Context: an optimization exercise on an open-source flow, tuned for small area, a short achievable clock period and few clock cycles per item. The choices shown serve that exercise and are no tape-out recipe. Where RTL was checked, it was by simulation tests only, not by an equivalence proof against the original. Function not checked in run 4: the RTL went through the layout flow alone. Power figures rest on the tool's default switching activity, not on a simulated workload.

==> flow/config.mk <==
export PLATFORM = sky130hd
export DESIGN_NAME = lpc_decoder
export DESIGN_NICKNAME = lpc_decoder
export VERILOG_FILES = /design/flow/design.v
export SDC_FILE = /design/flow/constraint.sdc
export NUM_CORES = 4
export LEC_CHECK = 0
export CAP_MARGIN = 20
export CORE_MARGIN = 2
export CORE_UTILIZATION = 45
export PLACE_DENSITY = 0.5
export SETUP_SLACK_MARGIN = 3.0
export SLEW_MARGIN = 20
==> flow/constraint.sdc <==
create_clock -name core_clock -period 5.0 [get_ports {ACLK}]
set_input_delay 1.0000 -clock core_clock [delete_from_list [all_inputs] [get_ports {ACLK}]]
set_output_delay 1.0000 -clock core_clock [all_outputs]
set_load 0.01 [all_outputs]
==> flow/design.v <==
module lpc_decoder(
			input wire ACLK,
			input wire ARESET_N,
			input wire[79:0] TDATA,
			input wire TVALID,
			output wire TREADY,
			input wire EN,
			input wire TUSER,
			input wire TLAST,
			output wire[15:0] OUT_DECODED,
			output wire OUT_VALID,
			input wire OUT_READY,
			output wire OUT_LAST,
			output wire OUT_USER
		);
	integer i, j;
	reg [7:0] rm, cm;
	always @(*) begin
		for (i = 0; i < 8; i = i + 1)
			rm[i] = ^TDATA[8*i +: 8] ^ TDATA[64+i];
		for (j = 0; j < 8; j = j + 1) begin
			cm[j] = TDATA[72+j];
			for (i = 0; i < 8; i = i + 1)
				cm[j] = cm[j] ^ TDATA[8*i+j];
		end
	end
	reg [7:0] y_rm, y_cm;
	always @(posedge ACLK) begin
		y_rm <= rm;
		y_cm <= cm;
	end
	reg [7:0] rh, ch;
	reg [2:0] rn, cn;
	always @(*) begin
		for (i = 0; i < 8; i = i + 1) begin
			rh[i] = y_rm[i] & ~|(y_rm >> (i+1));
			ch[i] = y_cm[i] & ~|(y_cm >> (i+1));
		end
		rn = {|rh[7:4], |{rh[7:6], rh[3:2]}, |{rh[7], rh[5], rh[3], rh[1]}};
		cn = {|ch[7:4], |{ch[7:6], ch[3:2]}, |{ch[7], ch[5], ch[3], ch[1]}};
	end
	reg        rdy;        
	reg        r_busy;     
	reg [1:0]  k;          
	reg [63:0] r_d;
	reg        r_user, r_last;
	reg        f_v;        
	reg [2:0]  f_row, f_col;    
	reg [15:0] o_d;
	reg        o_v, o_user, o_last;
	wire acc    = rdy;                         
	wire o_free = ~o_v | OUT_READY;
	wire mv     = r_busy & o_free;             
	wire byp    = acc & o_free;                
	wire r_busy_n = acc | (mv ? ~&k : r_busy);
	wire [3:0] kh = {4{r_busy}} & {k == 2'd3, k == 2'd2, k == 2'd1, k == 2'd0};
	wire [15:0] beat   = {16{acc}} & TDATA[15:0] | {16{kh[0]}} & r_d[15:0] |
	                     {16{kh[1]}} & r_d[31:16] | {16{kh[2]}} & r_d[47:32] |
	                     {16{kh[3]}} & r_d[63:48];
	reg  [15:0] flip_y, flip_f, flip;
	always @(*) begin
		for (j = 0; j < 8; j = j + 1) begin
			flip_y[j]   = EN & rh[0] & ch[j];
			flip_y[8+j] = EN & rh[1] & ch[j];
			flip_f[j]   = f_v & (f_row == {k, 1'b0}) & (f_col == j);
			flip_f[8+j] = f_v & (f_row == {k, 1'b1}) & (f_col == j);
		end
		flip = acc ? flip_y : flip_f;
	end
	wire [15:0] beat_c = beat ^ flip;           
	always @(posedge ACLK or negedge ARESET_N) begin
		if (~ARESET_N) begin
			r_busy <= 1'b0;
			k      <= 2'd0;
			o_v    <= 1'b0;
		end else begin
			if (acc) begin
				r_busy <= 1'b1;
				k      <= {1'b0, byp};
			end else if (mv) begin
				k <= {k[1] ^ k[0], ~k[0]};
				if (&k)
					r_busy <= 1'b0;
			end
			if (byp | mv)
				o_v <= 1'b1;
			else if (OUT_READY)
				o_v <= 1'b0;
		end
	end
	always @(posedge ACLK)
		rdy <= TVALID & ~acc & ~r_busy_n;
	always @(posedge ACLK) begin
		if (acc) begin
			r_d    <= TDATA[63:0];
			r_user <= TUSER;
			r_last <= TLAST;
			f_v    <= EN & |y_rm & |y_cm;
			f_row  <= rn;
			f_col  <= cn;
		end
		if (byp | mv) begin
			o_d    <= {beat_c[7:0], beat_c[15:8]};
			o_user <= acc ? TUSER : kh[0] & r_user;
			o_last <= kh[3] & r_last;
		end
	end
	assign TREADY      = rdy;
	assign OUT_VALID   = o_v;
	assign OUT_DECODED = o_d;
	assign OUT_USER    = o_user;
	assign OUT_LAST    = o_last;
endmodule
==> flow/flow/run.sh <==
#!/bin/bash
# The standard layout (the standard.sh: ORFS synthesis to finish) with three
# changes: port buffers are buf_1 cells instead of the delay cells ORFS picks,
# clock tree synthesis adds no dummy loads, and it may use smaller clock buffers.
# Each make run writes its full output to a log file in this folder.
set -euo pipefail
here=$(pwd)
CTS="-sink_clustering_enable -repair_clock_nets -dont_use_dummy_load"
bash standard.sh \
  BUFFER_PORTS_ARGS="-buffer_cell sky130_fd_sc_hd__buf_1" \
  CTS_ARGS="$CTS" \
  finish > "$here/standard_make.log" 2>&1
==> flow/standard.sh <==
#!/bin/bash
# synth_recipe.tcl (not shown) runs the flow's synth.tcl, then flattens the netlist and writes it again
# the make line also repeats each setting of config.mk as NAME=value (left out here)
make -C /OpenROAD-flow-scripts/flow DESIGN_CONFIG=/design/flow/config.mk WORK_HOME=/design/flow/orfs CLKGATE_MAP_FILE= SYNTH_SCRIPT=/design/flow/synth_recipe.tcl "${@:-finish}"
==> implementation parameters, run 1 <==
Parameter                              Value

Outcome
  Status    finished clean

Critical path
  Startpoint class of the critical path    register
  Crit path cell chain    buf_1
  Launching point of the worst reg2reg path    rdy
  Largest fanout on the critical path    8
  Critical path's top delay family    flip-flops
  CP arrival    0.94 ns
  Category of the critical setup timing path    reg2out
  Startpoint of the most critical setup path    rdy
  Kind of capture point of the worst setup path    output pin
  Longest individual stage delay on the worst path    0.41 ns
  Critical path required time    4.00 ns
  Worst path bufs/invs    1
  Slowest stage cell on the critical path    sky130_fd_sc_hd__dfxtp_4

Final layout
  Final cell count without fillers    675
  Number of antenna cells inserted    0
  Core Util, Final    53.1%
  Final-stage net count    621
  Proportion of layout cells with a drive suffix above 1    5.30%
  Number of fill cells    1081
  Post-synthesis to final-layout area growth    15.6%

Power
  Worst ir drop on vdd    0.178 mV
  Power Dens Cells    516 nW/um^2
  Leakage    0.00201 uW
  Post-route total power    3260 uW

CTS
  CTS HTree Levels    3
  Number of clock sinks seen by CTS    112
  Maximum buffer depth of the clock tree    2
  Hold-fix buffers at CTS    0
  Clock transition at the registers of the reported paths    0.07 ns
  CTS tree    done
  Root Buffer Master    sky130_fd_sc_hd__clkbuf_16
  Clock insertion delay at the later pin of the skew report    0.34 ns
  Number of buffers created by CTS    9

Drt
  Drt initial violations    269
  Remaining antenna violation count after routing    0
  Number of detailed-routing iterations run before antenna repair    4
  Count of vias placed by the detailed router    3542
  DRT Wirelength    12700 um
  DR DRC count    0
  Number of vias per cell    5.25
  Routed WL per cell    18.7 um

Floorplanning
  Area of the die    13000 sq um
  Row Count    40
  Starting density of the core    45.9%
  Top-level port count    107
  Overall die height    114 um
  Core Area    11900 sq um
  Width of the die    114 um

STA
  Period utilisation layout    38.8%
  Worst slew slack as a fraction of its limit    42.4%
  Final Max Slew Viols    0
  Final count of negative-setup-slack endpoints    0
  Highest clock rate    516 MHz
  Final hold vios    0
  Setup tns final    0 ns
  Crit path setup slack, layout    3.06 ns
  Tightest Pin Transition    0.864 ns
  Largest clock skew in the final design    0.00614 ns
  Unrepaired setup endpoints after global routing    no
  Final critical-path required period    1.94 ns

Logic synthesis
  Prevailing post-synth register cell    sky130_fd_sc_hd__edfxtp_1
  Syn Std Cell Area    5470 sq um
  Ranking of synthesized cells by instance count    sky130_fd_sc_hd__xnor2_1, sky130_fd_sc_hd__edfxtp_1, sky130_fd_sc_hd__a22oi_1
  Ys async rst share    3.57%
  Number of synthesized flops with an enable pin    91
  Yosys synthesis warning count    1
  Share of synthesized area occupied by flip-flops and latches    58.0%
  Post-synth cell types    32
  Instance count of the mapped netlist    421
  Leading cell types by total area after synthesis    sky130_fd_sc_hd__edfxtp_1, sky130_fd_sc_hd__xnor2_1, sky130_fd_sc_hd__a22oi_1
  Post-synthesis average cell area    13.0 sq um
  Proportion of netlist area held by the largest area contributor    50.0%
  Cell type with the largest total area after synthesis    sky130_fd_sc_hd__edfxtp_1
  Syn Nets    512
  #FFs+latches synth    112
  Count leader, synth    sky130_fd_sc_hd__xnor2_1

Global route
  Grt ovf    0
  Global-route wire length before repair    19200 um
  Total global-route track usage    20.3%
  Number of antenna violations at the first check in global routing    0
  Maximum number of pins on one net before global-route repair    57
  Number of global-route vias before repair    3433

Place
  Gpl congestion    0.791
  Placed instance count    662
  Buffers added on ports    106
  Worst setup timing slack at the placement stage    2.67 ns
  Placed wire-length estimate after detailed placement    9540 um

Job
  Number of max-cap violations    0

Worst hold path
  Worst min-delay path class    in2async
-- power breakdown --
part           leakage (uW)  switching, uW  total [uW]  internal [uW]
Sequential          0.00104            162        1520           1360
Clock              0.000111            288         607            318
Combinational      0.000867            678        1130            456
-- cell type report --
type	count	area [sq um]	area share [%]
sequential	112	3180	50.3
multi-input combinational	289	2250	35.5
timing repair buffer	111	463	7.32
clock buffer	9	225	3.56
tap	147	184	2.91
inverter	7	26.3	0.416
-- placed cells by master (no fill, tap or decap), types with 5 or more instances in the layout --
master / n
sky130_fd_sc_hd__nand2_1: 26
sky130_fd_sc_hd__nand4_1: 5
sky130_fd_sc_hd__a22oi_1: 47
sky130_fd_sc_hd__xor2_1: 26
sky130_fd_sc_hd__nor2_1: 8
sky130_fd_sc_hd__dfxtp_1: 16
sky130_fd_sc_hd__edfxtp_1: 91
sky130_fd_sc_hd__inv_1: 7
sky130_fd_sc_hd__xnor2_1: 120
sky130_fd_sc_hd__clkbuf_16: 9
sky130_fd_sc_hd__o22ai_1: 16
sky130_fd_sc_hd__buf_1: 106
-- final timing paths --
path / end / slack (ns) / cells after the start
setup / recovery: TREADY / 3.06 / 1
hold / removal: o_v / 0.48 / 1
setup reg to reg: o_d[5] / 3.13 / 4
hold reg to reg: o_last / 0.56 / 1
max in group asynchronous: k[0] / 4.33 / 1
min in group core_clock: o_last / 0.56 / 1
-- state kept, by name, summed over array words and instances, names as in the netlist, 2 cells and up --
name / flops
r_d: 64
o_d: 16
y_cm: 8
y_rm: 8
f_col: 3
f_row: 3
k: 2
-- cell families (layout without fill, tap and decap cells) --
group                    count (synthesis)  after routing  share of synthesized area (%)
XOR/XNOR                               146            146                           23.4
flip-flops                             112            112                           58.0
AO/OA/AOI/OAI                           75             75                           9.64
AND/OR/NAND/NOR                         64             64                           6.64
buffers and inverters                   20            127                           1.37
adder cells (fa/ha/maj)                  4              4                          0.916
-- stage by stage --
stage | hold WS [ns] | instance area (sq um)
after floorplan | 0.535 | 5500
after global placement | 0.554 | 6020
after detailed placement | 0.545 | 6020
after CTS | 0.476 | 6320
after global routing | 0.486 | 6320
final | 0.475 | 6320
-- layer usage --
layer | global-route usage (%) | routed length, um | vias to the layer above
met5 | 0 | 0 | -
met4 | 8.13 | 222 | 0
met3 | 2.65 | 545 | 15
met2 | 30.8 | 5770 | 109
met1 | 29.8 | 6120 | 1686
li1 | - | - | 1732
-- timing repair --
item | in CTS | in global routing
resized for setup | 5 | 1
buffers inserted | 4 | 0
endpoints found under the setup margin | 35 | 1
Testbench counts, summed over its fixed seeds: cycles 12,816, items 3,200.
==> run 2, diff against run 1 <==
--- a/flow/config.mk
+++ b/flow/config.mk
@@ -9,5 +9,4 @@
 export CORE_MARGIN = 2
 export CORE_UTILIZATION = 45
-export PLACE_DENSITY = 0.5
 export SETUP_SLACK_MARGIN = 3.0
 export SLEW_MARGIN = 20
==> run 2 against run 1 <==
Hold slack improved by 0.0051 ns. Synthesized area unchanged. Sequential power about the same. Clock-buffer cell count stayed put. Synthesized cell count unchanged. Fmax increased by 2.4%. Die area did not move. Routed wire length is 3.3% higher. Cell area fell by 0.26%.
==> implementation parameters, run 2 <==
Parameter                              Value

Logic synthesis
  Share of synthesized area occupied by flip-flops and latches    58.0% (unchanged)
  Cell type with the largest total area after synthesis    sky130_fd_sc_hd__edfxtp_1
  Post-synth cell types    32 (unchanged)
  Ys async rst share    3.57% (unchanged)
  Largest family of logic cells by synthesized area    XOR/XNOR gates
  Instance count of the mapped netlist    421 (unchanged)
  Share of synthesized cell area in and, or, nand and nor gates    6.64% (unchanged)
  Proportion of netlist area held by the largest area contributor    50.0% (unchanged)
  Leading cell types by total area after synthesis    sky130_fd_sc_hd__edfxtp_1, sky130_fd_sc_hd__xnor2_1, sky130_fd_sc_hd__a22oi_1
  Post-synthesis average cell area    13.0 sq um (unchanged)
  Count leader, synth    sky130_fd_sc_hd__xnor2_1
  Fraction of the mapped netlist area in adder cells    0.916% (unchanged)
  Syn Std Cell Area    5470 sq um (unchanged)
  Number of synthesized flops with an enable pin    91 (unchanged)
  Syn Nets    512 (unchanged)
  Yosys synthesis warning count    1 (unchanged)
  Ranking of synthesized cells by instance count    sky130_fd_sc_hd__xnor2_1, sky130_fd_sc_hd__edfxtp_1, sky130_fd_sc_hd__a22oi_1
  Mux share of post-synthesis cell area    0% (unchanged)
  Synthesized-area fraction occupied by ao, oa, aoi and oai cells    9.64% (unchanged)
  Share of the synthesized netlist area taken by xor and xnor gates    23.4% (unchanged)
  #FFs+latches synth    112 (unchanged)
  Prevailing post-synth register cell    sky130_fd_sc_hd__edfxtp_1

CTS
  Clock transition at the registers of the reported paths    0.07 ns (about the same)
  Root Buffer Master    sky130_fd_sc_hd__clkbuf_16
  Number of clock sinks seen by CTS    112 (unchanged)
  Hold-fix buffers at CTS    0 (unchanged)
  CTS HTree Levels    3 (unchanged)
  Maximum buffer depth of the clock tree    2 (unchanged)
  CTS tree    done
  Clock insertion delay at the later pin of the skew report    0.35 ns (about the same)
  Number of buffers created by CTS    9 (unchanged)

Drt
  Number of detailed-routing iterations run before antenna repair    5 (+1)
  DR DRC count    0 (unchanged)
  DRT Wirelength    13100 um (+3.3%)
  Drt initial violations    251 (-6.7%)
  Remaining antenna violation count after routing    0 (unchanged)
  Routed WL per cell    19.4 um (+3.3%)
  Count of vias placed by the detailed router    3649 (+3.0%)
  Number of vias per cell    5.41 (+3.0%)

Floorplanning
  Width of the die    114 um (unchanged)
  Starting density of the core    45.9% (unchanged)
  Overall die height    114 um (unchanged)
  Area of the die    13000 sq um (unchanged)
  Top-level port count    107 (unchanged)
  Row Count    40 (unchanged)
  Core Area    11900 sq um (unchanged)

Final layout
  Final cell count without fillers    675 (unchanged)
  Top Registers    r_d x64, o_d x16
  Most common library cell in the layout ignoring fill and taps    sky130_fd_sc_hd__xnor2_1
  Post-synthesis to final-layout area growth    15.3%
  Most used cells in the layout excluding fill and tap cells    sky130_fd_sc_hd__xnor2_1, sky130_fd_sc_hd__buf_1, sky130_fd_sc_hd__edfxtp_1
  Max reg flops    64 (unchanged)
  Post-layout instance area    6300 sq um (-0.26%)
  Core Util, Final    52.9% (-0.14 points)
  Largest register by flop count    r_d
  Number of antenna cells inserted    0 (unchanged)
  Final-stage net count    621 (unchanged)
  Proportion of layout cells with a drive suffix above 1    5.11% (-0.19 points)

Outcome
  Status    finished clean

Job
  Number of max-cap violations    0 (unchanged)

Place
  Buffers added on ports    106 (unchanged)
  Gpl congestion    0.880 (+11%)
  Area after detailed placement    6020 sq um (unchanged)
  Placed wire-length estimate after detailed placement    9600 um (+0.62%)
  Placed instance count    662 (unchanged)

STA
  Highest clock rate    529 MHz (+2.4%)
  Largest clock skew in the final design    0.0132 ns (+0.00704 ns)
  Final critical-path required period    1.89 ns (-0.0463 ns)
  Setup tns final    0 ns (unchanged)
  Final Max Slew Viols    0 (unchanged)
  Tightest Pin Transition    0.816 ns (-0.0482 ns)
  Final count of negative-setup-slack endpoints    0 (unchanged)
  Unrepaired setup endpoints after global routing    no
  Period utilisation layout    37.8% (-0.93 points)
  Final hold vios    0 (unchanged)
  Worst slew slack as a fraction of its limit    45.6% (+3.2 points)

Global route
  Maximum number of pins on one net before global-route repair    46 (-19%)
  Number of global-route vias before repair    3480 (+1.4%)
  Global-route wire length before repair    19900 um (+3.6%)
  Number of antenna violations at the first check in global routing    0 (unchanged)
  Grt ovf    0 (unchanged)
  Total global-route track usage    20.8% (+0.51 points)

Power
  Worst ir drop on vdd    0.181 mV (+1.6%)
  Leakage    0.00201 uW (-0.22%)
  Power Dens Cells    516 nW/um^2 (+0.12%)
  Post-route total power    3260 uW (-0.14%)

Critical path
  Crit path cell chain    buf_1
  Category of the critical setup timing path    reg2out
  Worst path bufs/invs    1 (unchanged)
  CP arrival    0.89 ns (-0.05 ns)
  Critical path required time    4.00 ns (about the same)
  Slowest stage cell on the critical path    sky130_fd_sc_hd__edfxtp_1
  Startpoint class of the critical path    register
  Longest individual stage delay on the worst path    0.39 ns (-0.02 ns)
  Critical path's top delay family    flip-flops
  Largest fanout on the critical path    1 (-7)
  Kind of capture point of the worst setup path    output pin

Worst hold path
  Worst min-delay path class    in2async
[run 2: changes by cell type in the layout (fill, tap and decap cells not counted)]
cell / change
sky130_fd_sc_hd__a22oi_2: -1
sky130_fd_sc_hd__buf_4: +1
sky130_fd_sc_hd__a22oi_1: +1
sky130_fd_sc_hd__buf_12: +1
sky130_fd_sc_hd__buf_16: -1
sky130_fd_sc_hd__buf_6: -1
[run 2: cell type report]
cell class              count  area [sq um]
inverters                   7          26.3
well taps                 147           184
repair buffers            111           452
clock buffers               9           225
flip-flops and latches    112          3180
fillers                  1089          5610
multi-input cells         289          2240
[run 2: cells by family after synthesis]
logic type,after synthesis
and+or+nand+nor,64
xor gates and xnor gates,146
adders and majority gates,4
buffers and inverters,20
DFF,112
AOI/OAI and AO/OA,75
[run 2: through the flow]
stage	setup WS [ns]	hold slack, ns
after floorplan	3.00	0.535
after global placement	2.82	0.560
after detailed placement	2.84	0.575
after CTS	3.04	0.484
after global routing	3.03	0.488
final	3.11	0.480
[run 2: worst paths after layout]
path | start | to | slack [ns] | cells past startpoint
worst max-delay path | o_d[3] | OUT_DECODED[3] | 3.11 | 1
worst max register to register | r_busy | o_d[7] | 3.14 | 2
min in group core_clock | r_last | o_last | 0.59 | 1
worst min-delay path | ARESET_N | k[1] | 0.48 | 1
max in group asynchronous | ARESET_N | r_busy | 4.32 | 1
worst min register to register | r_last | o_last | 0.59 | 1
[run 2: what timing repair did]
item	4_1_cts	5_1_grt
setup endpoints to repair	13	15
hold endpoints to repair	0	0
cloned	0	0
gates resized for setup	3	1
buffers inserted	4	0
[run 2: per-layer routing]
| layer | routed length, um | up-vias | global-route usage (%) |
|---|---|---|---|
| met5 | 0 | - | 0 |
| met4 | 244 | 0 | 8.21 |
| met3 | 819 | 13 | 3.65 |
| met2 | 5920 | 155 | 30.8 |
| met1 | 6100 | 1753 | 30.6 |
| li1 | - | 1728 | - |
[run 2: report_power, final]
part	internal (uW)	switching [uW]	total, uW
clock	318	291	609
combinational	447	668	1110
sequential	1360	172	1530
total	2120	1130	3260
==> run 3, diff against run 2 <==
--- a/flow/design.v
+++ b/flow/design.v
@@ -100,5 +100,5 @@
 			f_col  <= cn;
 		end
-		if (byp | mv) begin
+		if (o_free) begin
 			o_d    <= {beat_c[7:0], beat_c[15:8]};
 			o_user <= acc ? TUSER : kh[0] & r_user;
==> run 3 against run 2 <==
Sequential share of layout area up 0.14 points. Flip-flop and latch count unchanged. Global-route usage down 0.63 points. First-iteration DRC count is 2.8% lower. Critical path depth did not move. Hold slack improved by 0.010 ns. Via count fell by 4.2%. Routed wire length shrank 4.2%. Still clean on timing, DRC and antenna. Die area down 0.13%. Highest routed layer unchanged. Clock-buffer cell count unchanged. Critical endpoint is now TREADY. Largest cell class unchanged.
==> implementation parameters, run 3 <==
Parameter                              Value

CTS
  CTS HTree Levels    3 (unchanged)
  Clock insertion delay at the later pin of the skew report    0.35 ns (about the same)
  Clock transition at the registers of the reported paths    0.06 ns (about the same)
  Maximum buffer depth of the clock tree    2 (unchanged)
  Number of buffers created by CTS    9 (unchanged)
  Root Buffer Master    sky130_fd_sc_hd__clkbuf_16
  CTS tree    done
  Number of clock sinks seen by CTS    112 (unchanged)

Logic synthesis
  Syn Std Cell Area    5460 sq um (-0.14%)
  Ranking of synthesized cells by instance count    sky130_fd_sc_hd__xnor2_1, sky130_fd_sc_hd__edfxtp_1, sky130_fd_sc_hd__a22oi_1
  Share of synthesized cell area in and, or, nand and nor gates    6.44% (-0.20 points)
  Post-synthesis average cell area    13.0 sq um (+0.34%)
  Share of the synthesized netlist area taken by xor and xnor gates    23.4% (+0.032 points)
  Syn Nets    510 (-0.39%)
  Leading cell types by total area after synthesis    sky130_fd_sc_hd__edfxtp_1, sky130_fd_sc_hd__xnor2_1, sky130_fd_sc_hd__a22oi_1
  Instance count of the mapped netlist    419 (-0.48%)
  Mux share of post-synthesis cell area    0% (unchanged)
  #FFs+latches synth    112 (unchanged)
  Cell type with the largest total area after synthesis    sky130_fd_sc_hd__edfxtp_1
  Largest family of logic cells by synthesized area    XOR/XNOR gates
  Yosys synthesis warning count    1 (unchanged)
  Synthesized-area fraction occupied by ao, oa, aoi and oai cells    9.65% (+0.013 points)
  Prevailing post-synth register cell    sky130_fd_sc_hd__edfxtp_1
  Proportion of netlist area held by the largest area contributor    50.1% (+0.069 points)
  Number of synthesized flops with an enable pin    91 (unchanged)
  Fraction of the mapped netlist area in adder cells    0.917% (+0.0013 points)
  Count leader, synth    sky130_fd_sc_hd__xnor2_1
  Post-synth cell types    33 (+3.1%)
  Ys async rst share    3.57% (unchanged)
  Share of synthesized area occupied by flip-flops and latches    58.1% (+0.080 points)

Drt
  Routed WL per cell    18.7 um (-3.7%)
  Drt initial violations    244 (-2.8%)
  DR DRC count    0 (unchanged)
  Number of vias per cell    5.20 (-3.8%)
  DRT Wirelength    12500 um (-4.2%)
  Count of vias placed by the detailed router    3494 (-4.2%)
  Number of detailed-routing iterations run before antenna repair    5 (unchanged)
  Remaining antenna violation count after routing    0 (unchanged)

Critical path
  CP arrival    0.86 ns (-0.03 ns)
  Startpoint class of the critical path    register
  Largest fanout on the critical path    2 (+1)
  Crit path cell chain    buf_1
  Worst path bufs/invs    1 (unchanged)
  Slowest stage cell on the critical path    sky130_fd_sc_hd__dfxtp_4
  Kind of capture point of the worst setup path    output pin
  Critical path required time    4.00 ns (about the same)
  Critical path's top delay family    flip-flops
  Longest individual stage delay on the worst path    0.36 ns (-0.03 ns)
  Category of the critical setup timing path    reg2out

Place
  Placed wire-length estimate after detailed placement    9290 um (-3.2%)
  Buffers added on ports    106 (unchanged)
  Gpl congestion    0.848 (-3.7%)

Worst hold path
  Worst min-delay path class    in2async

Final layout
  Largest register by flop count    r_d
  Most common library cell in the layout ignoring fill and taps    sky130_fd_sc_hd__xnor2_1
  Max reg flops    64 (unchanged)
  Top Registers    r_d x64, o_d x16
  Number of fill cells    1094 (+0.46%)
  Proportion of layout cells with a drive suffix above 1    4.95% (-0.16 points)
  Number of antenna cells inserted    0 (unchanged)
  Post-synthesis to final-layout area growth    15.2%
  Most used cells in the layout excluding fill and tap cells    sky130_fd_sc_hd__xnor2_1, sky130_fd_sc_hd__buf_1, sky130_fd_sc_hd__edfxtp_1
  Final-stage net count    618 (-0.48%)

Power
  Power Dens Cells    510 nW/um^2 (-1.2%)
  Leakage    0.00200 uW (-0.20%)
  Worst ir drop on vdd    0.164 mV (-9.1%)
  Post-route total power    3210 uW (-1.5%)

Global route
  Grt ovf    0 (unchanged)
  Number of global-route vias before repair    3408 (-2.1%)
  Global-route wire length before repair    19500 um (-2.2%)
  Maximum number of pins on one net before global-route repair    35 (-24%)
  Total global-route track usage    20.2% (-0.63 points)
  Number of antenna violations at the first check in global routing    0 (unchanged)

Floorplanning
  Starting density of the core    45.8% (-0.063 points)
  Area of the die    13000 sq um (-0.13%)
  Top-level port count    107 (unchanged)
  Width of the die    114 um (about the same)
  Core Area    11900 sq um (unchanged)
  Row Count    40 (unchanged)
  Overall die height    114 um (about the same)

STA
  Final critical-path required period    1.86 ns (-0.0334 ns)
  Period utilisation layout    37.2% (-0.67 points)
  Worst slew slack as a fraction of its limit    46.1% (+0.53 points)
  Tightest Pin Transition    0.808 ns (-0.00796 ns)
  Final Max Slew Viols    0 (unchanged)
  Highest clock rate    538 MHz (+1.8%)
  Setup tns final    0 ns (unchanged)
  Unrepaired setup endpoints after global routing    no
  Final count of negative-setup-slack endpoints    0 (unchanged)
  Final hold vios    0 (unchanged)
  Largest clock skew in the final design    0.0169 ns (+0.00369 ns)

Outcome
  Status    finished clean

Job
  Number of max-cap violations    0 (unchanged)
==> run 3: cell count changes after synthesis <==
cell / previous run / this run
sky130_fd_sc_hd__nor2_1: 10 / 8
sky130_fd_sc_hd__nand2b_1: 3 / 2
sky130_fd_sc_hd__inv_1: 7 / 8
sky130_fd_sc_hd__or3_1: 0 / 1
sky130_fd_sc_hd__nand2_1: 26 / 25
==> run 3: layer usage <==
metal | share of wire [%] | wire length, um | global-route usage (%) | up-vias
met5 | 0 | 0 | 0 | -
met4 | 0.84 | 105 | 5.12 | 0
met3 | 5.0 | 624 | 3.60 | 7
met2 | 45 | 5690 | 30.2 | 94
met1 | 49 | 6110 | 30.5 | 1662
li1 | - | - | - | 1731
==> run 3: cell families (layout without fill, tap and decap cells) <==
family	after synthesis	after routing
compound gates	75	75
xor+xnor	146	146
fa+ha+maj	4	4
buf+inv	21	127
flops	112	112
simple gates	61	61
==> run 3: layout make-up <==
cell class	count	area [sq um]	share of cell area, %
Inverter	8	30.0	0.477
Sequential cell	112	3180	50.5
Multi-Input combinational cell	286	2220	35.4
Timing Repair Buffer	110	448	7.12
Tap cell	147	184	2.92
Clock buffer	9	225	3.58
==> run 3: worst paths after layout <==
kind | from | end | slack (ns) | cells after the start
worst min register to register | r_last | o_last | 0.58 | 1
min in group core_clock | r_last | o_last | 0.58 | 1
worst max register to register | k[1] | o_d[4] | 3.17 | 6
max in group asynchronous | ARESET_N | k[0] | 4.29 | 1
worst max-delay path | rdy | TREADY | 3.14 | 1
worst min-delay path | ARESET_N | o_v | 0.49 | 1
==> run 3: power by group <==
part / switching [uW] / leakage [uW] / total [uW] / internal (uW)
clock: 289 / 0.000111 / 607 / 319
sequential: 161 / 0.00104 / 1510 / 1350
combinational: 648 / 0.000854 / 1090 / 443
total: 1100 / 0.00200 / 3210 / 2110
==> run 3: stage by stage <==
stage / area (sq um) / hold slack (ns) / utilization (%) / cells / worst slack (ns)
finish: 6290 / 0.490 / 52.8 / 672 / 3.14
CTS: 6280 / 0.497 / 52.8 / 672 / 3.12
detailed placement: 6010 / 0.565 / 50.4 / 660 / 2.80
global route: 6290 / 0.499 / 52.8 / 672 / 3.00
global placement: 6010 / 0.564 / 50.4 / 660 / 2.83
floorplan: 5480 / 0.535 / - / 419 / 3.06
==> run 3: repair_timing <==
| action | 4_1_cts | 5_1_grt |
|---|---|---|
| buffers inserted | 3 | 0 |
| gates resized for setup | 4 | 2 |
| hold buffers | 0 | 0 |
| endpoints found under the setup margin | 17 | 2 |
Testbench counts of run 3, summed over its fixed seeds: cycles 12,816, items 3,200.
==> run 4, diff against run 3 <==
--- a/flow/design.v
+++ b/flow/design.v
@@ -92,5 +92,5 @@
 		rdy <= TVALID & ~acc & ~r_busy_n;
 	always @(posedge ACLK) begin
-		if (acc) begin
+		if (~r_busy) begin
 			r_d    <= TDATA[63:0];
 			r_user <= TUSER;
==> run 4 against run 3 <==
Clock power down 2%. Routed wire length down 0.17%. Synthesized area down 0.34%. Critical path depth up 4. Register-to-register slack worse by 0.04 ns. Non-clock buffer count up 1. Cell count up 0.15%. Hold slack better by 0.0012 ns. Total power up 6.4%. Sequential power up 5%. Via count up 1.6%. Worst setup slack worse by 0.075 ns. Critical path type is now in2reg.
==> implementation parameters, run 4 <==
Parameter                              Value

Outcome
  Status    finished clean

CTS
  Clock transition at the registers of the reported paths    0.07 ns (about the same)
  Number of buffers created by CTS    9 (unchanged)
  Number of clock sinks seen by CTS    112 (unchanged)
  CTS tree    done
  Root Buffer Master    sky130_fd_sc_hd__clkbuf_16
  Maximum buffer depth of the clock tree    2 (unchanged)
  Clock insertion delay at the later pin of the skew report    0.33 ns (-0.02 ns)
  CTS HTree Levels    3 (unchanged)

Logic synthesis
  Leading cell types by total area after synthesis    sky130_fd_sc_hd__edfxtp_1, sky130_fd_sc_hd__xnor2_1, sky130_fd_sc_hd__dfxtp_1
  #FFs+latches synth    112 (unchanged)
  Count leader, synth    sky130_fd_sc_hd__xnor2_1
  Share of synthesized area occupied by flip-flops and latches    58.3% (+0.20 points)
  Syn Nets    509 (-0.20%)
  Instance count of the mapped netlist    418 (-0.24%)
  Proportion of netlist area held by the largest area contributor    50.2% (+0.17 points)
  Cell type with the largest total area after synthesis    sky130_fd_sc_hd__edfxtp_1
  Syn Std Cell Area    5440 sq um (-0.34%)
  Post-synthesis average cell area    13.0 sq um (-0.11%)
  Post-synth cell types    35 (+6.1%)
  Ranking of synthesized cells by instance count    sky130_fd_sc_hd__xnor2_1, sky130_fd_sc_hd__edfxtp_1, sky130_fd_sc_hd__a21oi_1
  Ys async rst share    3.57% (unchanged)
  Prevailing post-synth register cell    sky130_fd_sc_hd__edfxtp_1
  Yosys synthesis warning count    1 (unchanged)
  Number of synthesized flops with an enable pin    91 (unchanged)

Final layout
  Final-stage net count    619 (+0.16%)
  Proportion of layout cells with a drive suffix above 1    5.13% (+0.18 points)
  Post-synthesis to final-layout area growth    16.5%
  Max reg flops    64 (unchanged)
  Most common library cell in the layout ignoring fill and taps    sky130_fd_sc_hd__xnor2_1
  Top Registers    r_d x64, o_d x16
  Number of antenna cells inserted    0 (unchanged)
  Largest register by flop count    r_d
  Most used cells in the layout excluding fill and tap cells    sky130_fd_sc_hd__xnor2_1, sky130_fd_sc_hd__buf_1, sky130_fd_sc_hd__edfxtp_1

Global route
  Grt ovf    0 (unchanged)
  Global-route wire length before repair    19200 um (-1.6%)
  Total global-route track usage    19.8% (-0.40 points)
  Number of antenna violations at the first check in global routing    0 (unchanged)
  Maximum number of pins on one net before global-route repair    63 (+80%)
  Number of global-route vias before repair    3440 (+0.94%)

Floorplanning
  Overall die height    114 um (-0.17%)
  Area of the die    13000 sq um (-0.33%)
  Starting density of the core    45.7% (-0.16 points)
  Row Count    40 (unchanged)
  Core Area    11900 sq um (unchanged)
  Top-level port count    107 (unchanged)
  Width of the die    114 um (-0.17%)

Power
  Post-route total power    3410 uW (+6.4%)
  Power Dens Cells    538 nW/um^2 (+5.6%)
  Worst ir drop on vdd    0.193 mV (+17%)
  Leakage    0.00196 uW (-2.0%)

Critical path
  Crit path cell chain    buf_1, and2_1, nand4_4, o22ai_1, xnor2_1
  R2r setup slk    3.13 ns (-0.04 ns)
  Longest individual stage delay on the worst path    0.32 ns (-0.04 ns)
  Endpoint of the worst-slack reg-to-reg timing path    o_d[9]
  Critical path's top delay family    simple AND/OR/NAND/NOR gates
  Slowest stage cell on the critical path    sky130_fd_sc_hd__o22ai_1
  Startpoint class of the critical path    input pin
  Category of the critical setup timing path    in2reg
  Worst path bufs/invs    1 (unchanged)
  CP arrival    2.01 ns (+1.15 ns)
  Launching point of the worst reg2reg path    y_cm[7]
  Kind of capture point of the worst setup path    register
  Length in cells of the worst reg-to-reg path    4 (-2)
  Largest fanout on the critical path    8 (+6)
  Critical path required time    5.08 ns (+1.08 ns)

Drt
  Count of vias placed by the detailed router    3550 (+1.6%)
  DRT Wirelength    12500 um (-0.17%)
  Remaining antenna violation count after routing    0 (unchanged)
  Number of vias per cell    5.27 (+1.5%)
  Number of detailed-routing iterations run before antenna repair    7 (+2)
  DR DRC count    0 (unchanged)
  Routed WL per cell    18.6 um (-0.32%)
  Drt initial violations    260 (+6.6%)

Place
  Gpl congestion    0.827 (-2.4%)
  Placed wire-length estimate after detailed placement    9280 um (about the same)
  Buffers added on ports    106 (unchanged)

STA
  Setup tns final    0 ns (unchanged)
  Period utilisation layout    38.7% (+1.5 points)
  Final count of negative-setup-slack endpoints    0 (unchanged)
  Unrepaired setup endpoints after global routing    yes
  Worst slew slack as a fraction of its limit    63.5% (+17 points)
  Final hold vios    0 (unchanged)
  Final Max Slew Viols    0 (unchanged)
  Highest clock rate    517 MHz (-3.9%)
  Tightest Pin Transition    0.544 ns (-0.264 ns)
  Final critical-path required period    1.93 ns (+0.0747 ns)
  Largest clock skew in the final design    0.0117 ns (-0.00516 ns)

Job
  Number of max-cap violations    0 (unchanged)

Worst hold path
  Worst min-delay path class    in2async
[run 4: cell type report]
cell class / count / area [sq um]
timing repair buffer: 111 / 455
clock buffer: 9 / 225
tap: 147 / 184
multi-input combinational: 285 / 2230
sequential: 112 / 3180
inverter: 9 / 63.8
fill: 1072 / 5570
[run 4: cells by family after synthesis]
| logic type | synth area share (%) |
|---|---|
| and+or+nand+nor | 5.17 |
| AOI/OAI and AO/OA | 10.5 |
| buffers and inverters | 1.54 |
| DFF | 58.3 |
| xor gates and xnor gates | 23.5 |
| adders and majority gates | 0.920 |
[run 4: through the flow]
step	std cells	setup WS (ns)	instance area, sq um	hold WS (ns)	utilization, %
finish	673	3.07	6340	0.492	53.2
global route	673	2.99	6340	0.493	53.2
CTS	671	2.92	6260	0.488	52.6
detailed placement	660	2.49	5980	0.547	50.2
global placement	660	2.57	5980	0.555	50.2
floorplan	418	3.06	5440	0.498	-
[run 4: what timing repair did]
item | 4_1_cts | 5_1_grt
endpoints found under the setup margin | 45 | 9
hold buffers | 0 | 0
setup buffers | 2 | 2
pin swaps | 0 | 0
gates resized for setup | 9 | 7
[run 4: worst reg2reg max path, cell delays in order (launching register included)]
cell,delay [ns]
sky130_fd_sc_hd__dfxtp_1,0.34
sky130_fd_sc_hd__nor4_2,0.54
sky130_fd_sc_hd__nand3_1,0.26
sky130_fd_sc_hd__o22ai_1,0.34
sky130_fd_sc_hd__xnor2_1,0.13
[run 4: power by group]
part	switching [uW]	total (uW)	leakage, uW	internal, uW
combinational	731	1230	0.000796	498
sequential	173	1590	0.00106	1420
clock	275	593	0.000111	318
total	1180	3410	0.00196	2230
[run 4: worst max-delay path by stage]
stage | startpoint | end | slack [ns] | depth (start not counted)
after global placement | r_busy | o_d[5] | 2.57 | 5
after CTS | rdy | TREADY | 2.92 | 1
after detailed placement | r_busy | o_d[5] | 2.49 | 5
after floorplan | OUT_READY | rdy | 3.06 | 5
final | EN | o_d[9] | 3.07 | 5
after global routing | k[0] | o_d[3] | 2.99 | 6
[run 4: metal layers]
layer  up-vias  GRT usage, %  part of all wire, %
li1       1721             -                    -
met2       127          30.0                   46
met4         0          4.80                 0.97
met3        11          3.13                  4.9
met5         -             0                    0
met1      1691          29.9                   48
==> run 5, diff against run 4 <==
--- a/flow/design.v
+++ b/flow/design.v
@@ -92,5 +92,5 @@
 		rdy <= TVALID & ~acc & ~r_busy_n;
 	always @(posedge ACLK) begin
-		if (~r_busy) begin
+		if (acc) begin
 			r_d    <= TDATA[63:0];
 			r_user <= TUSER;
--- a/flow/config.mk
+++ b/flow/config.mk
@@ -9,4 +9,4 @@
 export CORE_MARGIN = 2
 export CORE_UTILIZATION = 45
-export SETUP_SLACK_MARGIN = 3.0
+export SETUP_SLACK_MARGIN = 3.15
 export SLEW_MARGIN = 20
==> run 5 against run 4 <==
Register-to-register slack improved by 0.10 ns. Combinational power decreased by 6%. Sequential share of layout area decreased by 0.64 points. Flip-flop and latch count unchanged. Global-route usage increased by 1.1 points. Critical path type is now reg2out. Clock skew increased by 0.0018 ns. Clock power increased by 1%. Non-clock buffer count unchanged. Core utilization increased by 0.71 points.
==> implementation parameters, run 5 <==
Parameter                              Value

Outcome
  Status    finished clean

Logic synthesis
  Share of synthesized cell area in and, or, nand and nor gates    6.44% (+1.3 points)
  Ys async rst share    3.57% (unchanged)
  Share of the synthesized netlist area taken by xor and xnor gates    23.4% (-0.081 points)
  #FFs+latches synth    112 (unchanged)
  Count leader, synth    sky130_fd_sc_hd__xnor2_1
  Ranking of synthesized cells by instance count    sky130_fd_sc_hd__xnor2_1, sky130_fd_sc_hd__edfxtp_1, sky130_fd_sc_hd__a22oi_1
  Syn Std Cell Area    5460 sq um (+0.34%)
  Share of synthesized area occupied by flip-flops and latches    58.1% (-0.20 points)
  Syn Nets    510 (+0.20%)
  Post-synth cell types    33 (-5.7%)
  Proportion of netlist area held by the largest area contributor    50.1% (-0.17 points)
  Fraction of the mapped netlist area in adder cells    0.917% (-0.0032 points)
  Cell type with the largest total area after synthesis    sky130_fd_sc_hd__edfxtp_1
  Leading cell types by total area after synthesis    sky130_fd_sc_hd__edfxtp_1, sky130_fd_sc_hd__xnor2_1, sky130_fd_sc_hd__a22oi_1
  Instance count of the mapped netlist    419 (+0.24%)
  Synthesized-area fraction occupied by ao, oa, aoi and oai cells    9.65% (-0.88 points)
  Yosys synthesis warning count    1 (unchanged)
  Post-synthesis average cell area    13.0 sq um (+0.11%)
  Mux share of post-synthesis cell area    0% (unchanged)
  Largest family of logic cells by synthesized area    XOR/XNOR gates
  Prevailing post-synth register cell    sky130_fd_sc_hd__edfxtp_1
  Number of synthesized flops with an enable pin    91 (unchanged)

Floorplanning
  Starting density of the core    45.8% (+0.16 points)
  Area of the die    13000 sq um (+0.33%)
  Top-level port count    107 (unchanged)
  Overall die height    114 um (+0.17%)
  Width of the die    114 um (+0.17%)
  Row Count    40 (unchanged)
  Core Area    11900 sq um (unchanged)

Final layout
  Post-synthesis to final-layout area growth    17.7%
  Top Registers    r_d x64, o_d x16
  Largest register by flop count    r_d
  Max reg flops    64 (unchanged)
  Final cell count without fillers    673 (unchanged)
  Most common library cell in the layout ignoring fill and taps    sky130_fd_sc_hd__xnor2_1
  Final-stage net count    619 (unchanged)
  Proportion of layout cells with a drive suffix above 1    9.70% (+4.6 points)
  Number of antenna cells inserted    0 (unchanged)
  Most used cells in the layout excluding fill and tap cells    sky130_fd_sc_hd__xnor2_1, sky130_fd_sc_hd__buf_1, sky130_fd_sc_hd__edfxtp_1

Drt
  Routed WL per cell    19.4 um (+4.2%)
  DR DRC count    0 (unchanged)
  Drt initial violations    313 (+20%)
  Count of vias placed by the detailed router    3599 (+1.4%)
  DRT Wirelength    13000 um (+4.2%)
  Number of vias per cell    5.35 (+1.4%)
  Number of detailed-routing iterations run before antenna repair    4 (-3)
  Remaining antenna violation count after routing    0 (unchanged)

Place
  Worst setup timing slack at the placement stage    2.86 ns (+0.362 ns)
  Buffers added on ports    106 (unchanged)
  Placed wire-length estimate after detailed placement    9500 um (+2.4%)
  Placed instance count    660 (unchanged)
  Gpl congestion    0.844 (+2.1%)

STA
  Setup tns final    0 ns (unchanged)
  Period utilisation layout    37.4% (-1.3 points)
  Worst slew slack as a fraction of its limit    40.4% (-23 points)
  Final hold vios    0 (unchanged)
  Final Max Slew Viols    0 (unchanged)
  Crit path setup slack, layout    3.13 ns (+0.0636 ns)
  Largest clock skew in the final design    0.0135 ns (+0.00183 ns)
  Final count of negative-setup-slack endpoints    0 (unchanged)
  Tightest Pin Transition    0.894 ns (+0.351 ns)
  Highest clock rate    535 MHz (+3.4%)
  Unrepaired setup endpoints after global routing    yes
  Final critical-path required period    1.87 ns (-0.0636 ns)

Global route
  Number of global-route vias before repair    3459 (+0.55%)
  Number of antenna violations at the first check in global routing    0 (unchanged)
  Met3 usage    3.49% (+0.36 points)
  Maximum number of pins on one net before global-route repair    37 (-41%)
  Total global-route track usage    21.0% (+1.1 points)
  Most used routing layer in global routing    met1
  GR met1 Demand/Resource    32.8% (+2.8 points)
  Global-route wire length before repair    20000 um (+4.3%)
  Grt ovf    0 (unchanged)
  Met2 track demand over resource    30.0% (unchanged)

Critical path
  WP depth    1 (-4)
  Critical path required time    4.00 ns (-1.08 ns)
  Largest fanout on the critical path    1 (-7)
  Startpoint of the most critical setup path    o_d[5]
  Kind of capture point of the worst setup path    output pin
  Critical path's top delay family    flip-flops
  Worst path bufs/invs    1 (unchanged)
  Startpoint class of the critical path    register
  Longest individual stage delay on the worst path    0.39 ns (+0.07 ns)
  Launching point of the worst reg2reg path    k[1]
  Crit path cell chain    clkbuf_2
  Length in cells of the worst reg-to-reg path    4 (unchanged)
  CP arrival    0.87 ns (-1.14 ns)
  Endpoint of the worst-slack reg-to-reg timing path    o_d[8]
  R2r setup slk    3.23 ns (+0.10 ns)
  Critical Path End    OUT_DECODED[5]
  Category of the critical setup timing path    reg2out
  Slowest stage cell on the critical path    sky130_fd_sc_hd__edfxtp_1

CTS
  Root Buffer Master    sky130_fd_sc_hd__clkbuf_16
  Hold-fix buffers at CTS    0 (unchanged)
  Maximum buffer depth of the clock tree    2 (unchanged)
  CTS tree    done
  Clock insertion delay at the later pin of the skew report    0.34 ns (about the same)
  Number of clock sinks seen by CTS    112 (unchanged)
  Number of buffers created by CTS    9 (unchanged)
  CTS HTree Levels    3 (unchanged)
  Clock transition at the registers of the reported paths    0.07 ns (about the same)

Power
  Post-route total power    3300 uW (-3.4%)
  Power Dens Cells    513 nW/um^2 (-4.6%)
  Worst ir drop on vdd    0.190 mV (-1.4%)
  Combinational share of power    35.3% (-0.7 points)
  Share of total power in sequential cells    46.5% (about the same)
  Sw frac    34.4% (-0.092 points)
  Sw Pwr    1140 uW (-3.6%)
  Internal power of the cells    2160 uW (-3.2%)
  Leakage    0.00206 uW (+4.9%)
  Part of the power in the clock network    18.2% (+0.8 points)

Worst hold path
  Worst min-delay path class    in2async

Job
  Number of max-cap violations    0 (unchanged)
run 5: what timing repair did:
item                                    CTS  global route
pin swaps                                 0             0
resized for setup                         4            28
buffers inserted                          4             0
endpoints found under the setup margin   25            33
run 5: routing by layer:
metal  routed length, um  vias up
met3                 827        9
met2                5830      137
met5                   0        -
li1                    -     1729
met1                6240     1724
met4                 144        0
run 5: cells by family after synthesis:
kind of cell | count (synthesis)
XOR/XNOR | 146
AND/OR/NAND/NOR | 61
flip-flops | 112
buffers and inverters | 21
adder cells (fa/ha/maj) | 4
AO/OA/AOI/OAI | 75
run 5: final cells by class:
cell class                 count  area (sq um)
sequential                   112          3180
multi-input combinational    286          2330
fill                        1049          5490
timing repair buffer         111           477
tap                          147           184
clock buffer                   9           225
inverter                       8          30.0
run 5: metrics by stage:
step	utilization [%]	area (sq um)	hold slack (ns)
2_1_floorplan	-	5500	0.535
3_3_place_gp	50.6	6030	0.578
3_5_place_dp	50.6	6030	0.565
4_1_cts	53.0	6320	0.514
5_1_grt	53.9	6420	0.508
6_report	53.9	6420	0.520
run 5: worst min path at each step:
stage                  start      to  slack [ns]  depth (start not counted)
floorplan             r_last  o_last        0.53                          1
global placement      r_last  o_last        0.58                          1
detailed placement    r_last  o_last        0.57                          1
CTS                 ARESET_N  r_busy        0.51                          1
global route        ARESET_N  r_busy        0.51                          1
finish              ARESET_N  r_busy        0.52                          1
run 5: power by group through the flow:
| stage | clock network [uW] | registers [uW] | logic [uW] |
|---|---|---|---|
| after global placement | 0 | 1580 | 979 |
| after global routing | 655 | 1560 | 1280 |
| after CTS | 613 | 1510 | 1100 |
| after detailed placement | 0 | 1580 | 1000 |
| final | 601 | 1530 | 1160 |
| after floorplan | 0 | 1560 | 692 |
Testbench counts of run 5, summed over its fixed seeds: cycles 12,816, items 3,200.
==> run 6, diff against run 5 <==
--- a/flow/config.mk
+++ b/flow/config.mk
@@ -8,5 +8,5 @@
 export CAP_MARGIN = 20
 export CORE_MARGIN = 2
-export CORE_UTILIZATION = 45
-export SETUP_SLACK_MARGIN = 3.15
+export CORE_UTILIZATION = 50
+export SETUP_SLACK_MARGIN = 3.0
 export SLEW_MARGIN = 20
==> run 6 against run 5 <==
Still clean on timing, DRC and antenna. Register-to-register slack worse by 0.14 ns. Global-route usage up 2.2 points. Worst setup slack lost 0.049 ns. Total power decreased by 6.6%. Largest cell class unchanged. Highest routed layer unchanged.
==> implementation parameters, run 6 <==
Parameter                              Value

Critical path
  Launching point of the worst reg2reg path    k[1]
  Critical path required time    4.00 ns (about the same)
  Critical path's top delay family    flip-flops
  Category of the critical setup timing path    reg2out
  Startpoint class of the critical path    register
  Kind of capture point of the worst setup path    output pin
  Endpoint of the worst-slack reg-to-reg timing path    o_d[2]
  Slowest stage cell on the critical path    sky130_fd_sc_hd__dfxtp_4
  R2r setup slk    3.09 ns (-0.14 ns)
  Worst path bufs/invs    1 (unchanged)
  Longest individual stage delay on the worst path    0.39 ns (about the same)
  Largest fanout on the critical path    3 (+2)
  Length in cells of the worst reg-to-reg path    6 (+2)
  Crit path cell chain    buf_1
  CP arrival    0.92 ns (+0.05 ns)

STA
  Highest clock rate    521 MHz (-2.5%)
  Tightest Pin Transition    0.897 ns (+0.00275 ns)
  Setup tns final    0 ns (unchanged)
  Final hold vios    0 (unchanged)
  Final count of negative-setup-slack endpoints    0 (unchanged)
  Largest clock skew in the final design    0.0309 ns (+0.0174 ns)
  Final critical-path required period    1.92 ns (+0.0489 ns)
  Unrepaired setup endpoints after global routing    no
  WHS    0.426 ns (-0.0933 ns)
  Worst slew slack as a fraction of its limit    40.2% (-0.18 points)
  Crit path setup slack, layout    3.08 ns (-0.0489 ns)
  Period utilisation layout    38.4% (+0.98 points)
  Final Max Slew Viols    0 (unchanged)

Drt
  Routed WL per cell    19.2 um (-1.1%)
  DRT Wirelength    12800 um (-2.1%)
  DR DRC count    0 (unchanged)
  Number of detailed-routing iterations run before antenna repair    5 (+1)
  Drt initial violations    201 (-36%)
  Count of vias placed by the detailed router    3532 (-1.9%)
  Remaining antenna violation count after routing    0 (unchanged)
  Number of vias per cell    5.30 (-0.83%)

Logic synthesis
  Post-synth cell types    33 (unchanged)
  Prevailing post-synth register cell    sky130_fd_sc_hd__edfxtp_1
  Share of synthesized area occupied by flip-flops and latches    58.1% (unchanged)
  Cell type with the largest total area after synthesis    sky130_fd_sc_hd__edfxtp_1
  Yosys synthesis warning count    1 (unchanged)
  Syn Nets    510 (unchanged)
  Count leader, synth    sky130_fd_sc_hd__xnor2_1
  Ys async rst share    3.57% (unchanged)
  Instance count of the mapped netlist    419 (unchanged)
  #FFs+latches synth    112 (unchanged)
  Post-synthesis average cell area    13.0 sq um (unchanged)
  Number of synthesized flops with an enable pin    91 (unchanged)
  Ranking of synthesized cells by instance count    sky130_fd_sc_hd__xnor2_1, sky130_fd_sc_hd__edfxtp_1, sky130_fd_sc_hd__a22oi_1
  Leading cell types by total area after synthesis    sky130_fd_sc_hd__edfxtp_1, sky130_fd_sc_hd__xnor2_1, sky130_fd_sc_hd__a22oi_1
  Proportion of netlist area held by the largest area contributor    50.1% (unchanged)
  Syn Std Cell Area    5460 sq um (unchanged)

CTS
  Number of clock sinks seen by CTS    112 (unchanged)
  Number of buffers created by CTS    9 (unchanged)
  CTS tree    done
  CTS HTree Levels    3 (unchanged)
  Clock transition at the registers of the reported paths    0.11 ns (+0.04 ns)
  Root Buffer Master    sky130_fd_sc_hd__clkbuf_8
  Clock insertion delay at the later pin of the skew report    0.38 ns (+0.04 ns)
  Maximum buffer depth of the clock tree    2 (unchanged)
  Hold-fix buffers at CTS    0 (unchanged)

Global route
  Maximum number of pins on one net before global-route repair    38 (+2.7%)
  Total global-route track usage    23.2% (+2.2 points)
  Number of global-route vias before repair    3468 (+0.26%)
  Number of antenna violations at the first check in global routing    0 (unchanged)
  Grt ovf    0 (unchanged)
  Global-route wire length before repair    19900 um (-0.59%)

Place
  Buffers added on ports    106 (unchanged)
  Worst setup timing slack at the placement stage    2.72 ns (-0.135 ns)
  Gpl congestion    0.795 (-5.9%)
  Placed wire-length estimate after detailed placement    8990 um (-5.3%)

Final layout
  Largest register by flop count    r_d
  Most common library cell in the layout ignoring fill and taps    sky130_fd_sc_hd__xnor2_1
  Max reg flops    64 (unchanged)
  Final-stage net count    619 (unchanged)
  Proportion of layout cells with a drive suffix above 1    4.94% (-4.8 points)
  Most used cells in the layout excluding fill and tap cells    sky130_fd_sc_hd__xnor2_1, sky130_fd_sc_hd__buf_1, sky130_fd_sc_hd__edfxtp_1
  Post-synthesis to final-layout area growth    13.9%
  Top Registers    r_d x64, o_d x16
  Number of antenna cells inserted    0 (unchanged)

Power
  Leakage    0.00197 uW (-4.4%)
  Worst ir drop on vdd    0.235 mV (+24%)
  Power Dens Cells    496 nW/um^2 (-3.5%)

Floorplanning
  Area of the die    11800 sq um (-9.7%)
  Row Count    38 (-5.0%)
  Top-level port count    107 (unchanged)
  Width of the die    108 um (-5.0%)
  Overall die height    108 um (-5.0%)
  Starting density of the core    50.8% (+5.0 points)
  Core Area    10700 sq um (-9.8%)

Worst hold path
  Worst min-delay path class    in2async

Job
  Number of max-cap violations    0 (unchanged)

Outcome
  Status    finished clean
-- run 6: cell type report --
type                    instances  area, sq um
clock buffers                   9          124
fillers                       936         4530
inverters                       8         30.0
multi-input cells             286         2250
flip-flops and latches        112         3180
well taps                     140          175
repair buffers                111          459
-- run 6: power breakdown --
part           internal, uW  switching (uW)  total [uW]
sequential             1350             161        1510
clock                   163             270         433
combinational           464             676        1140
total                  1970            1110        3080
-- run 6: worst max path at each step --
| stage | start | end | slack [ns] | cells after the start |
|---|---|---|---|---|
| 3_3_place_gp | rdy | TREADY | 2.83 | 1 |
| 3_5_place_dp | OUT_READY | k[1] | 2.72 | 6 |
| 5_1_grt | k[1] | o_d[5] | 2.98 | 6 |
| 6_report | rdy | TREADY | 3.08 | 1 |
| 2_1_floorplan | rdy | o_d[4] | 3.06 | 5 |
| 4_1_cts | rdy | TREADY | 2.94 | 1 |
-- run 6: cells by family (layout without fill, tap and decap cells) --
family,after synthesis,after routing,synth area share [%]
adder cells (fa/ha/maj),4,4,0.917
AND/OR/NAND/NOR,61,61,6.44
XOR/XNOR,146,146,23.4
flip-flops,112,112,58.1
AO/OA/AOI/OAI,75,75,9.65
buffers and inverters,21,128,1.44
-- run 6: timing repair --
item | 4_1_cts | 5_1_grt
setup endpoints to repair | 17 | 11
setup buffers | 3 | 1
resized for setup | 4 | 4
-- run 6: metrics by stage --
stage	util, %	area (sq um)	instances	power [uW]
after floorplan	-	5480	419	2240
after global placement	55.8	6000	653	2570
after detailed placement	55.8	6000	653	2600
after CTS	57.5	6180	665	3060
after global routing	57.8	6220	666	3270
final	57.8	6220	666	3080
-- run 6: per-layer routing --
| metal | GRT usage [%] | up-vias | part of all wire [%] |
|---|---|---|---|
| met5 | 0 | - | 0 |
| met4 | 5.59 | 0 | 0.91 |
| met3 | 3.25 | 10 | 6.3 |
| met2 | 35.3 | 134 | 46 |
| met1 | 35.2 | 1666 | 47 |
| li1 | - | 1722 | - |
==> run 7, diff against run 6 <==
--- a/flow/design.v
+++ b/flow/design.v
@@ -100,5 +100,5 @@
 			f_col  <= cn;
 		end
-		if (o_free) begin
+		if (byp | mv) begin
 			o_d    <= {beat_c[7:0], beat_c[15:8]};
 			o_user <= acc ? TUSER : kh[0] & r_user;
--- a/flow/flow/run.sh
+++ b/flow/flow/run.sh
@@ -6,5 +6,5 @@
 set -euo pipefail
 here=$(pwd)
-CTS="-sink_clustering_enable -repair_clock_nets -dont_use_dummy_load"
+CTS="-sink_clustering_enable -repair_clock_nets -dont_use_dummy_load -buf_list sky130_fd_sc_hd__clkbuf_8 -root_buf sky130_fd_sc_hd__clkbuf_16"
 bash standard.sh \
   BUFFER_PORTS_ARGS="-buffer_cell sky130_fd_sc_hd__buf_1" \
--- a/flow/config.mk
+++ b/flow/config.mk
@@ -8,5 +8,5 @@
 export CAP_MARGIN = 20
 export CORE_MARGIN = 2
-export CORE_UTILIZATION = 50
+export CORE_UTILIZATION = 40
 export SETUP_SLACK_MARGIN = 3.0
 export SLEW_MARGIN = 20
==> run 7 against run 6 <==
Hold slack improved by 0.059 ns. Worst setup slack improved by 0.0082 ns. Via count rose by 1.6%. Clock-buffer cell count did not move. Critical endpoint unchanged. Highest routed layer unchanged.
==> implementation parameters, run 7 <==
Parameter                              Value

Critical path
  Startpoint class of the critical path    register
  Category of the critical setup timing path    reg2out
  Worst path bufs/invs    1 (unchanged)
  Critical path's top delay family    flip-flops
  CP arrival    0.91 ns (about the same)
  Slowest stage cell on the critical path    sky130_fd_sc_hd__dfxtp_4
  Kind of capture point of the worst setup path    output pin
  R2r setup slk    3.14 ns (+0.05 ns)
  Largest fanout on the critical path    8 (+5)
  Longest individual stage delay on the worst path    0.41 ns (+0.02 ns)
  Crit path cell chain    buf_1
  Critical path required time    4.00 ns (about the same)

CTS
  Number of clock sinks seen by CTS    112 (unchanged)
  Clock transition at the registers of the reported paths    0.06 ns (-0.05 ns)
  CTS tree    done
  Clock insertion delay at the later pin of the skew report    0.33 ns (-0.05 ns)
  CTS HTree Levels    3 (unchanged)
  Number of buffers created by CTS    9 (unchanged)
  Maximum buffer depth of the clock tree    2 (unchanged)
  Root Buffer Master    sky130_fd_sc_hd__clkbuf_16
  Hold-fix buffers at CTS    0 (unchanged)

Logic synthesis
  Syn Nets    512 (+0.39%)
  Mux share of post-synthesis cell area    0% (unchanged)
  Cell type with the largest total area after synthesis    sky130_fd_sc_hd__edfxtp_1
  Post-synthesis average cell area    13.0 sq um (-0.34%)
  Ys async rst share    3.57% (unchanged)
  Number of synthesized flops with an enable pin    91 (unchanged)
  Yosys synthesis warning count    1 (unchanged)
  #FFs+latches synth    112 (unchanged)
  Share of synthesized area occupied by flip-flops and latches    58.0% (-0.080 points)
  Syn Std Cell Area    5470 sq um (+0.14%)
  Leading cell types by total area after synthesis    sky130_fd_sc_hd__edfxtp_1, sky130_fd_sc_hd__xnor2_1, sky130_fd_sc_hd__a22oi_1
  Post-synth cell types    32 (-3.0%)
  Largest family of logic cells by synthesized area    XOR/XNOR gates
  Share of the synthesized netlist area taken by xor and xnor gates    23.4% (-0.032 points)
  Proportion of netlist area held by the largest area contributor    50.0% (-0.069 points)
  Fraction of the mapped netlist area in adder cells    0.916% (-0.0013 points)
  Share of synthesized cell area in and, or, nand and nor gates    6.64% (+0.20 points)
  Synthesized-area fraction occupied by ao, oa, aoi and oai cells    9.64% (-0.013 points)
  Instance count of the mapped netlist    421 (+0.48%)
  Prevailing post-synth register cell    sky130_fd_sc_hd__edfxtp_1
  Ranking of synthesized cells by instance count    sky130_fd_sc_hd__xnor2_1, sky130_fd_sc_hd__edfxtp_1, sky130_fd_sc_hd__a22oi_1
  Count leader, synth    sky130_fd_sc_hd__xnor2_1

Global route
  Global-route wire length before repair    19400 um (-2.5%)
  Grt ovf    0 (unchanged)
  Total global-route track usage    17.8% (-5.4 points)
  Number of antenna violations at the first check in global routing    0 (unchanged)
  Maximum number of pins on one net before global-route repair    55 (+45%)
  Number of global-route vias before repair    3546 (+2.2%)

Drt
  Count of vias placed by the detailed router    3587 (+1.6%)
  Number of detailed-routing iterations run before antenna repair    4 (-1)
  Drt initial violations    273 (+36%)
  Number of vias per cell    5.09 (-4.1%)
  Routed WL per cell    18.0 um (-6.2%)
  DR DRC count    0 (unchanged)
  Remaining antenna violation count after routing    0 (unchanged)
  DRT Wirelength    12700 um (-0.74%)

Floorplanning
  Overall die height    121 um (+11%)
  Top-level port count    107 (unchanged)
  Width of the die    121 um (+11%)
  Starting density of the core    41.1% (-9.7 points)
  Area of the die    14600 sq um (+24%)
  Core Area    13300 sq um (+24%)
  Row Count    42 (+11%)

STA
  Unrepaired setup endpoints after global routing    no
  Period utilisation layout    38.2% (-0.16 points)
  Final Max Slew Viols    0 (unchanged)
  Final critical-path required period    1.91 ns (-0.00818 ns)
  Worst slew slack as a fraction of its limit    43.6% (+3.4 points)
  Setup tns final    0 ns (unchanged)
  WHS    0.485 ns (+0.0587 ns)
  Largest clock skew in the final design    0.00868 ns (-0.0222 ns)
  Final hold vios    0 (unchanged)
  Tightest Pin Transition    0.846 ns (-0.0507 ns)
  Final count of negative-setup-slack endpoints    0 (unchanged)
  Highest clock rate    524 MHz (+0.43%)

Power
  Leakage    0.00202 uW (+2.4%)
  Power Dens Cells    510 nW/um^2 (+2.9%)
  Worst ir drop on vdd    0.192 mV (-18%)

Place
  Area after detailed placement    6060 sq um (+1.0%)
  Placed instance count    691 (+5.8%)
  Placed wire-length estimate after detailed placement    9540 um (+6.1%)
  Gpl congestion    0.849 (+6.8%)
  Buffers added on ports    106 (unchanged)

Final layout
  Number of fill cells    1214 (+30%)
  Post-layout instance area    6350 sq um (+2.2%)
  Final cell count without fillers    705 (+5.9%)
  Number of antenna cells inserted    0 (unchanged)
  Max reg flops    64 (unchanged)
  Most used cells in the layout excluding fill and tap cells    sky130_fd_sc_hd__xnor2_1, sky130_fd_sc_hd__buf_1, sky130_fd_sc_hd__edfxtp_1
  Most common library cell in the layout ignoring fill and taps    sky130_fd_sc_hd__xnor2_1
  Post-synthesis to final-layout area growth    16.2%
  Largest register by flop count    r_d
  Proportion of layout cells with a drive suffix above 1    5.29% (+0.35 points)
  Final-stage net count    622 (+0.48%)
  Top Registers    r_d x64, o_d x16

Outcome
  Status    finished clean

Job
  Number of max-cap violations    0 (unchanged)

Worst hold path
  Worst min-delay path class    in2async
[run 7: timing repair]
action	CTS	global route
resized for setup	4	0
hold endpoints to repair	0	0
endpoints found under the setup margin	17	1
buffers inserted	2	3
[run 7: metal layers]
| layer | vias to the layer above | global-route usage (%) | share of wire [%] |
|---|---|---|---|
| met1 | 1730 | 25.5 | 45 |
| met2 | 117 | 27.1 | 47 |
| met5 | - | 0 | 0 |
| met4 | 0 | 5.23 | 1.2 |
| met3 | 10 | 4.04 | 6.5 |
| li1 | 1730 | - | - |
[run 7: per-stage QoR]
step | util (%) | setup WS (ns) | power [uW]
6_report | 47.8 | 3.09 | 3240
5_1_grt | 47.8 | 3.01 | 3440
4_1_cts | 47.6 | 3.00 | 3250
3_5_place_dp | 45.6 | 2.87 | 2620
3_3_place_gp | 45.6 | 2.87 | 2600
2_1_floorplan | - | 3.00 | 2280
[run 7: kinds of logic (layout without fill, tap and decap cells)]
| group | count (synthesis) | after routing |
|---|---|---|
| AO/OA/AOI/OAI | 75 | 75 |
| XOR/XNOR | 146 | 146 |
| flip-flops | 112 | 112 |
| adder cells (fa/ha/maj) | 4 | 4 |
| buffers and inverters | 20 | 128 |
| AND/OR/NAND/NOR | 64 | 64 |
[run 7: final timing paths]
check / cells past startpoint / start / endpoint
min: 1 / ARESET_N / r_busy
min reg2reg: 2 / rdy / o_v
max in group asynchronous: 1 / ARESET_N / k[1]
min in group core_clock: 2 / rdy / o_v
max reg2reg: 2 / r_busy / o_d[5]
max: 1 / rdy / TREADY
[run 7: final cells by class]
type	count	area [sq um]	area share, %
Inverter	7	26.3	0.414
Sequential cell	112	3180	50.0
Tap cell	176	220	3.47
Clock buffer	9	225	3.55
Multi-Input combinational cell	289	2240	35.3
Timing Repair Buffer	112	463	7.29
[run 7: power breakdown]
group / switching, uW / internal, uW
sequential: 173 / 1360
combinational: 658 / 452
clock: 280 / 318
total: 1110 / 2130
Testbench counts of run 7, summed over its fixed seeds: cycles 12,816, items 3,200.

-- what the ideal ports hide --
Ports are ideal in the flow. The routed layouts listed here were re-timed in OpenROAD. Step 1 (the two cells are an assumption about what drives the block):
set clk [get_ports {ACLK}]
set_driving_cell -lib_cell sky130_fd_sc_hd__clkbuf_16 $clk
set_driving_cell -lib_cell sky130_fd_sc_hd__buf_2 [delete_from_list [all_inputs] $clk]
Step 2 times the ports against the registers' clock, not the clock port: input delays grow and output delays shrink by t, the midpoint of the rising clock arrivals with the driver on. a / b / c = no drivers / after step 1 / after step 2; a / b = the first two.
run	t, ns	setup slack, ns	slew at the worst register clock pin (ns)	worst data-port slew with drivers (ns)
run 1	0.381	3.062 / 3.022 / 2.858	0.07 / 0.07	0.03
run 2	0.384	3.108 / 3.068 / 2.826	0.07 / 0.07	0.03
run 3	0.380	3.142 / 3.100 / 2.802	0.08 / 0.08	0.04
run 4	0.368	3.067 / 3.068 / 2.711	0.07 / 0.07	0.04
run 5	0.377	3.131 / 3.089 / 2.839	0.07 / 0.07	0.03
run 6	0.394	3.082 / 3.047 / 2.742	0.11 / 0.11	0.04
run 7	0.367	3.090 / 3.052 / 2.836	0.07 / 0.07	0.03
After both steps every run listed still meets setup and hold. The setup slack of run 4, which loses most, moves by +0.001 ns with the drivers and by -0.356 ns with both steps.
